This is an optimization exercise on Yosys and OpenROAD, whose aim is small area, not a production implementation. Only simulation tests tie the RTL to the original design; equivalence was not proved. No activity file was given, so power comes from the tool's default toggle rates.

==> design/flow/design.v <==
module ALU(
  input         clock,
                reset,
                io_flush_valid,
                io_FU_input_valid,
  input  [6:0]  io_FU_input_bits_decoded_instruction_PRD,
  input         io_FU_input_bits_decoded_instruction_RD_valid,
  input  [20:0] io_FU_input_bits_decoded_instruction_IMM,
  input  [2:0]  io_FU_input_bits_decoded_instruction_FUNCT3,
  input  [1:0]  io_FU_input_bits_decoded_instruction_packet_index,
  input  [5:0]  io_FU_input_bits_decoded_instruction_ROB_index,
  input  [3:0]  io_FU_input_bits_decoded_instruction_MOB_index,
  input  [4:0]  io_FU_input_bits_decoded_instruction_instructionType,
  input         io_FU_input_bits_decoded_instruction_needs_ALU,
                io_FU_input_bits_decoded_instruction_needs_branch_unit,
                io_FU_input_bits_decoded_instruction_SUBTRACT,
                io_FU_input_bits_decoded_instruction_MULTIPLY,
                io_FU_input_bits_decoded_instruction_FENCE,
                io_FU_input_bits_decoded_instruction_IS_IMM,
  input  [31:0] io_FU_input_bits_RS1_data,
                io_FU_input_bits_RS2_data,
                io_FU_input_bits_fetch_PC,
  output        io_FU_output_valid,
  output [6:0]  io_FU_output_bits_PRD,
  output [31:0] io_FU_output_bits_RD_data,
  output        io_FU_output_bits_RD_valid,
  output [31:0] io_FU_output_bits_fetch_PC,
  output [3:0]  io_FU_output_bits_MOB_index,
  output [5:0]  io_FU_output_bits_ROB_index,
  output [1:0]  io_FU_output_bits_fetch_packet_index
);
  wire [31:0] RS1_signed = io_FU_input_bits_RS1_data;
  wire [31:0] RS1_unsigned = io_FU_input_bits_RS1_data;
  wire [31:0] instruction_PC =
    io_FU_input_bits_fetch_PC
    + {28'h0, io_FU_input_bits_decoded_instruction_packet_index, 2'h0};
  reg  [31:0] arithmetic_result;
  wire [31:0] IMM_signed =
    {{19{io_FU_input_bits_decoded_instruction_IMM[12]}},
     io_FU_input_bits_decoded_instruction_IMM[12:0]};
  wire [31:0] operand2_unsigned =
    io_FU_input_bits_decoded_instruction_IS_IMM ? IMM_signed : io_FU_input_bits_RS2_data;
  wire [4:0]  shamt = operand2_unsigned[4:0];
  wire        _REMU_T = io_FU_input_bits_decoded_instruction_instructionType == 5'hC;
  wire        _SLTU_T_1 = io_FU_input_bits_decoded_instruction_instructionType == 5'h4;
  wire        _BEQ_T = io_FU_input_bits_decoded_instruction_FUNCT3 == 3'h0;
  wire        ADD =
    (_REMU_T | _SLTU_T_1) & _BEQ_T & ~io_FU_input_bits_decoded_instruction_MULTIPLY
    & ~io_FU_input_bits_decoded_instruction_SUBTRACT;
  wire        SUB =
    (_REMU_T | _SLTU_T_1) & _BEQ_T & ~io_FU_input_bits_decoded_instruction_MULTIPLY
    & io_FU_input_bits_decoded_instruction_SUBTRACT;
  wire        SLL =
    (_REMU_T | _SLTU_T_1) & io_FU_input_bits_decoded_instruction_FUNCT3 == 3'h1
    & ~io_FU_input_bits_decoded_instruction_MULTIPLY;
  wire        _BGE_T = io_FU_input_bits_decoded_instruction_FUNCT3 == 3'h5;
  wire        SRL =
    (_REMU_T | _SLTU_T_1) & _BGE_T & ~io_FU_input_bits_decoded_instruction_MULTIPLY
    & ~io_FU_input_bits_decoded_instruction_SUBTRACT;
  wire        SRA =
    (_REMU_T | _SLTU_T_1) & _BGE_T & ~io_FU_input_bits_decoded_instruction_MULTIPLY
    & io_FU_input_bits_decoded_instruction_SUBTRACT;
  wire        AUIPC =
    io_FU_input_bits_decoded_instruction_instructionType == 5'h5
    & ~io_FU_input_bits_decoded_instruction_MULTIPLY;
  wire        ALU_input_valid =
    io_FU_input_valid & io_FU_input_bits_decoded_instruction_needs_ALU;
  wire        branch_unit_input_valid =
    io_FU_input_valid & io_FU_input_bits_decoded_instruction_needs_branch_unit;
  wire        mult_unit_input_valid =
    io_FU_input_valid & io_FU_input_bits_decoded_instruction_MULTIPLY;
  reg         io_FU_output_valid_REG;
  wire [31:0] add_result = RS1_unsigned + operand2_unsigned;
  wire [31:0] sub_result = RS1_unsigned - operand2_unsigned;
  wire [31:0] _GEN = {27'h0, shamt};
  wire [31:0] sra_result = $signed($signed(RS1_signed) >>> _GEN);
  wire [62:0] _sll_result_T = {31'h0, RS1_unsigned} << shamt;
  reg  [31:0] io_FU_output_bits_fetch_PC_REG;
  reg  [1:0]  io_FU_output_bits_fetch_packet_index_REG;
  reg  [6:0]  io_FU_output_bits_PRD_REG;
  reg         io_FU_output_bits_RD_valid_REG;
  reg  [3:0]  io_FU_output_bits_MOB_index_REG;
  reg  [5:0]  io_FU_output_bits_ROB_index_REG;
  always @(posedge clock) begin
    if (reset)
      arithmetic_result <= 32'h0;
    else begin
      arithmetic_result <=
        ADD
          ? add_result
          : SUB
              ? sub_result
              : (_REMU_T | _SLTU_T_1)
                & io_FU_input_bits_decoded_instruction_FUNCT3 == 3'h4
                & ~io_FU_input_bits_decoded_instruction_MULTIPLY
                  ? RS1_unsigned ^ operand2_unsigned
                  : (_REMU_T | _SLTU_T_1)
                    & io_FU_input_bits_decoded_instruction_FUNCT3 == 3'h6
                    & ~io_FU_input_bits_decoded_instruction_MULTIPLY
                      ? RS1_unsigned | operand2_unsigned
                      : (_REMU_T | _SLTU_T_1)
                        & (&io_FU_input_bits_decoded_instruction_FUNCT3)
                        & ~io_FU_input_bits_decoded_instruction_MULTIPLY
                          ? RS1_unsigned & operand2_unsigned
                          : SLL
                              ? _sll_result_T[31:0]
                              : SRL
                                  ? RS1_unsigned >> _GEN
                                  : SRA
                                      ? sra_result
                                      : (_REMU_T | _SLTU_T_1)
                                        & io_FU_input_bits_decoded_instruction_FUNCT3 == 3'h2
                                        & ~io_FU_input_bits_decoded_instruction_MULTIPLY
                                          ? {31'h0,
                                             $signed(RS1_signed) < $signed(io_FU_input_bits_decoded_instruction_IS_IMM
                                                                             ? IMM_signed
                                                                             : io_FU_input_bits_RS2_data)}
                                          : (_REMU_T | _SLTU_T_1)
                                            & io_FU_input_bits_decoded_instruction_FUNCT3 == 3'h3
                                            & ~io_FU_input_bits_decoded_instruction_MULTIPLY
                                              ? {31'h0, RS1_unsigned < operand2_unsigned}
                                              : io_FU_input_bits_decoded_instruction_instructionType == 5'hD
                                                & ~io_FU_input_bits_decoded_instruction_MULTIPLY
                                                  ? {io_FU_input_bits_decoded_instruction_IMM[19:0],
                                                     12'h0}
                                                  : 32'h0;
    end
    io_FU_output_valid_REG <=
      ALU_input_valid & ~io_flush_valid | io_FU_input_bits_decoded_instruction_FENCE;
    io_FU_output_bits_fetch_PC_REG <= io_FU_input_bits_fetch_PC;
    io_FU_output_bits_fetch_packet_index_REG <=
      io_FU_input_bits_decoded_instruction_packet_index;
    io_FU_output_bits_PRD_REG <= io_FU_input_bits_decoded_instruction_PRD;
    io_FU_output_bits_RD_valid_REG <= io_FU_input_bits_decoded_instruction_RD_valid;
    io_FU_output_bits_MOB_index_REG <= io_FU_input_bits_decoded_instruction_MOB_index;
    io_FU_output_bits_ROB_index_REG <= io_FU_input_bits_decoded_instruction_ROB_index;
  end  
  assign io_FU_output_valid = io_FU_output_valid_REG & ~io_flush_valid;
  assign io_FU_output_bits_PRD = io_FU_output_bits_PRD_REG;
  assign io_FU_output_bits_RD_data = arithmetic_result;
  assign io_FU_output_bits_RD_valid = io_FU_output_bits_RD_valid_REG;
  assign io_FU_output_bits_fetch_PC = io_FU_output_bits_fetch_PC_REG;
  assign io_FU_output_bits_MOB_index = io_FU_output_bits_MOB_index_REG;
  assign io_FU_output_bits_ROB_index = io_FU_output_bits_ROB_index_REG;
  assign io_FU_output_bits_fetch_packet_index = io_FU_output_bits_fetch_packet_index_REG;
endmodule
==> design/flow/run.sh <==
#!/bin/bash
# synth_recipe.tcl (not shown) runs the flow's synth.tcl, then flattens the netlist and writes it again
# the make line also repeats each setting of config.mk as NAME=value (left out here)
make -C /OpenROAD-flow-scripts/flow DESIGN_CONFIG=/design/flow/config.mk WORK_HOME=/design/flow/orfs CLKGATE_MAP_FILE= SYNTH_SCRIPT=/design/flow/synth_recipe.tcl finish
==> design/flow/config.mk <==
export PLATFORM = sky130hd
export DESIGN_NAME = ALU
export DESIGN_NICKNAME = ALU
export VERILOG_FILES = /design/flow/design.v
export SDC_FILE = /design/flow/constraint.sdc
export NUM_CORES = 4
export LEC_CHECK = 0
export CAP_MARGIN = 20
export CORE_MARGIN = 2
export CORE_UTILIZATION = 40
export SLEW_MARGIN = 20
==> design/flow/constraint.sdc <==
create_clock -name core_clock -period 6.0 [get_ports {clock}]
set_input_delay 1.2000 -clock core_clock [delete_from_list [all_inputs] [get_ports {clock}]]
set_output_delay 1.2000 -clock core_clock [all_outputs]
set_load 0.01 [all_outputs]
==> impl_metrics.yaml <==
yosys:
  synth_simple_gate_area_share_pct: 18.97
  synth_area_per_cell_um2: 7.353
  syn_area_mm2: 0.01113
  ys_seq_elements: 85
  synth_edf_count: 0
  synth_mux_area_share_pct: 14.95
  synthXorXnorAreaFrac_pct: 1.968
  synth-adder-area-share_pct: 11.27
  ys_seq_area_share_pct: 15.29
  synth-compound-area-share_pct: 30.06
  ys_warn_count: 1
  synth_top_family_by_area: "compound AO/OA/AOI/OAI gates"
  syn_nets: 1767
  synth_cell_types: 82
  synthArstFlopShare_pct: 0
  synthFlopType: "dfxtp_1"
  netlist_instances: 1513
timing:
  setup_viol: 0
  final.period_utilization_pct: 90.10
  worst_slew_pin_slew_ns: 0.8464
  final.min_clock_period_ns: 5.406
  tns_ns: 0
  finalMaxSlewViolations: 0
  rsz0062_at_grt: "no"
  relSlewSlack_pct: 43.19
  max_freq_ghz: 0.1850
  hold_violations: 0
die:
  rows: 61
  io_pins: 240
  dieHeight_um: 170.8
  start_util_pct: 40.38
  die_width_um: 170.8
  core_area_mm2: 0.02755
  die_area_mm2: 0.02916
cts:
  clockRootBuffer: "clkbuf_16"
  clockBufferDepth: 2
  cts.sinks: 85
  numCtsBuffers: 9
  cts_setup_buffers: 0
  cts_resized: 0
  holdBufCountCts: 0
  htreeDepth: 3
  clk_pin_slew_ns: 0.08
  cts_tree: "yes"
placed_design:
  place.gp.congestion: 1.084
  place_area_mm2: 0.01413
  port_buffers: 237
  dpl.hpwl_um: 45400
critical_path:
  crit_path_end_kind: "register"
  start_kind: "primary input"
  required_ns: 6.30
  path_class: "primary input to register"
  cp.arrival_ns: 5.71
  crit_fanout: 10
grt:
  antenna_found_initial: 2
  grt-ovfl-total: 0
  grt_pass1_vias: 12388
  track_usage_pct: 38.81
  grt_pass1_wl_um: 83190
  grt_max_degree: 54
power:
  power_leakage_nw: 6.043
  powerDensity_mw_per_mm2: 167.2
  irDropWorstVdd_v: 0.0001345
finish:
  area_delta_synth_final_pct: 29.68
  nets: 1987
  layout.area.seq_mm2: 0.001702
  layout-drive-gt1-share_pct: 9.379
  fill_cells: 2765
  utilization_pct: 52.36
  multiInputGateArea_mm2: 0.008608
  finalInstanceArea_mm2: 0.01443
detailed_routing:
  drt_iter0_drc: 1731
  drc: 0
  routedWlPerCell_um: 27.24
  vias_per_cell: 6.361
  drt_wl_total_um: 57660
  ant_nets: 0
  dr.pass1.iters: 6
  vias: 13467
job:
  drv_cap: 0
outcome:
  status: "finished clean"
worst_hold_path:
  hp-class: "primary input to register"
## state kept, by name (all words and copies together) (netlist names)
register,count
io_FU_output_bits_MOB_index_REG,4
io_FU_output_bits_PRD_REG,7
io_FU_output_bits_fetch_packet_index_REG,2
io_FU_output_bits_ROB_index_REG,6
io_FU_output_valid_REG,1
io_FU_output_bits_RD_valid_REG,1
arithmetic_result,32
io_FU_output_bits_fetch_PC_REG,32
## path summary, 6_finish.rpt
check                                                  startpoint                                 end  slack [ns]  depth (start not counted)
worst max-delay path  io_FU_input_bits_decoded_instruction_IS_IMM               arithmetic_result[22]        0.59                         17
worst min-delay path                io_FU_input_bits_fetch_PC[16]  io_FU_output_bits_fetch_PC_REG[16]        1.28                          1
## placed cells by master (no fill, tap or decap), drive strengths merged, types with 22 or more instances in the layout
| cell | n |
|---|---|
| o21ai | 92 |
| nand2 | 171 |
| a21oi | 142 |
| dfxtp | 85 |
| a211oi | 40 |
| mux2i | 79 |
| ha | 97 |
| o211ai | 22 |
| clkdlybuf4s50 | 237 |
| a31oi | 27 |
| nor3 | 30 |
| nand3 | 35 |
| inv | 103 |
| buf | 80 |
| nor2 | 165 |
| mux4 | 34 |
## routing by layer
layer / vias up / wire (µm) / part of all wire, % / track usage [%]
li1: 6024 / - / - / -
met1: 6326 / 23270 / 40 / 53.59
met2: 957 / 24300 / 42 / 57.72
met3: 160 / 7334 / 13 / 8.489
met4: 0 / 2755 / 4.8 / 17.21
met5: - / 0 / 0 / 0
## cells by family (layout without fill, tap and decap cells)
group	after synthesis	in the layout
other	0	1
XOR/XNOR	25	25
AO/OA/AOI/OAI	508	508
flip-flops	85	85
multiplexers	118	118
buffers and inverters	206	431
adder cells (fa/ha/maj)	99	99
AND/OR/NAND/NOR	472	472
## cells in the mapped netlist (all sizes together), types with 8 or more instances
| library cell | number | area share (%) |
|---|---|---|
| nor2b | 8 | 0.45 |
| nor2 | 165 | 5.7 |
| a31oi | 27 | 1.5 |
| nor3 | 30 | 1.6 |
| a211oi | 40 | 2.7 |
| o21ai | 92 | 4.1 |
| ha | 97 | 11 |
| xnor2 | 19 | 1.5 |
| o31ai | 9 | 0.61 |
| inv | 98 | 3.4 |
| nand2b | 13 | 0.73 |
| dfxtp | 85 | 15 |
| o221ai | 11 | 0.87 |
| a22oi | 18 | 1.3 |
| clkbuf | 59 | 2.0 |
| o211ai | 22 | 1.5 |
| o22ai | 16 | 0.90 |
| buf | 49 | 2.1 |
| nand4 | 8 | 0.45 |
| and3 | 11 | 0.62 |
| nand2 | 171 | 5.8 |
| nor4 | 10 | 0.75 |
| mux4 | 34 | 6.9 |
| a221oi | 21 | 1.7 |
| a21o | 21 | 1.4 |
| nand3 | 35 | 1.6 |
| a21oi | 142 | 6.4 |
| mux2i | 79 | 7.6 |
## layout make-up
type                    count  share of cell area (%)
clock inverters             7                  0.4943
well taps                 378                   3.278
clock buffers               9                   1.561
repair buffers            317                   20.61
multi-input cells        1222                   59.67
flip-flops and latches     85                   11.79
inverters                  98                   2.584
diodes                      1                 0.01734
## where the power goes
group	total, mW	switching, mW	internal (mW)
clock	0.589	0.294	0.295
combinational	1.23	0.740	0.488
sequential	0.596	0.00838	0.588
total	2.41	1.04	1.37
## per-stage QoR
stage                     setup WS [ns]  hold slack (ns)  total power [mW]  cells
after floorplan                  0.9611            1.228             1.313   1513
after global placement           0.3628            1.649             1.792   2100
after detailed placement         0.3756            1.652             1.794   2100
after CTS                        0.7113            1.268             2.388   2116
after global routing             0.4233            1.271             2.516   2116
final                            0.5939            1.276             2.413   2117
## worst max-delay path: stages
cell and delay, ns:
clkdlybuf4s50_1 0.46, buf_4 0.26, buf_4 0.24, mux2i_4 0.13, inv_4 0.09, fa_1 0.21, nor2_1 0.10, o311ai_1 0.54
a21oi_1 0.17, or3_1 0.56, a22oi_2 0.26, nand2_1 0.16, a21boi_0 0.28, o31a_1 0.17, nor3_1 0.05, a2111oi_0 0.61
buf_4 0.21

port drivers added, routing unchanged:
In the flow no input, the clock included, has a driving cell. The finished layout below was timed again as built, in two steps. Step 1, drivers: a clkbuf_16 drives clock and a buf_2 each remaining input, both assumed. Step 2 times the ports against the registers' clock, not the clock port: input delays grow and output delays shrink by t, the midpoint of the rising clock arrivals with the driver on. Three values: ideal ports, drivers, drivers and shift; two values: the first two.
t, ns: 0.406
setup slack, ns: 0.594 / 0.613 / 0.207
slew at the worst register clock pin (ns): 0.10 / 0.10
worst data-port slew with drivers (ns): 0.07
After both steps setup and hold are still met in this run. For this run, drivers alone change the setup slack by +0.019 ns; drivers and shift together by -0.387 ns.
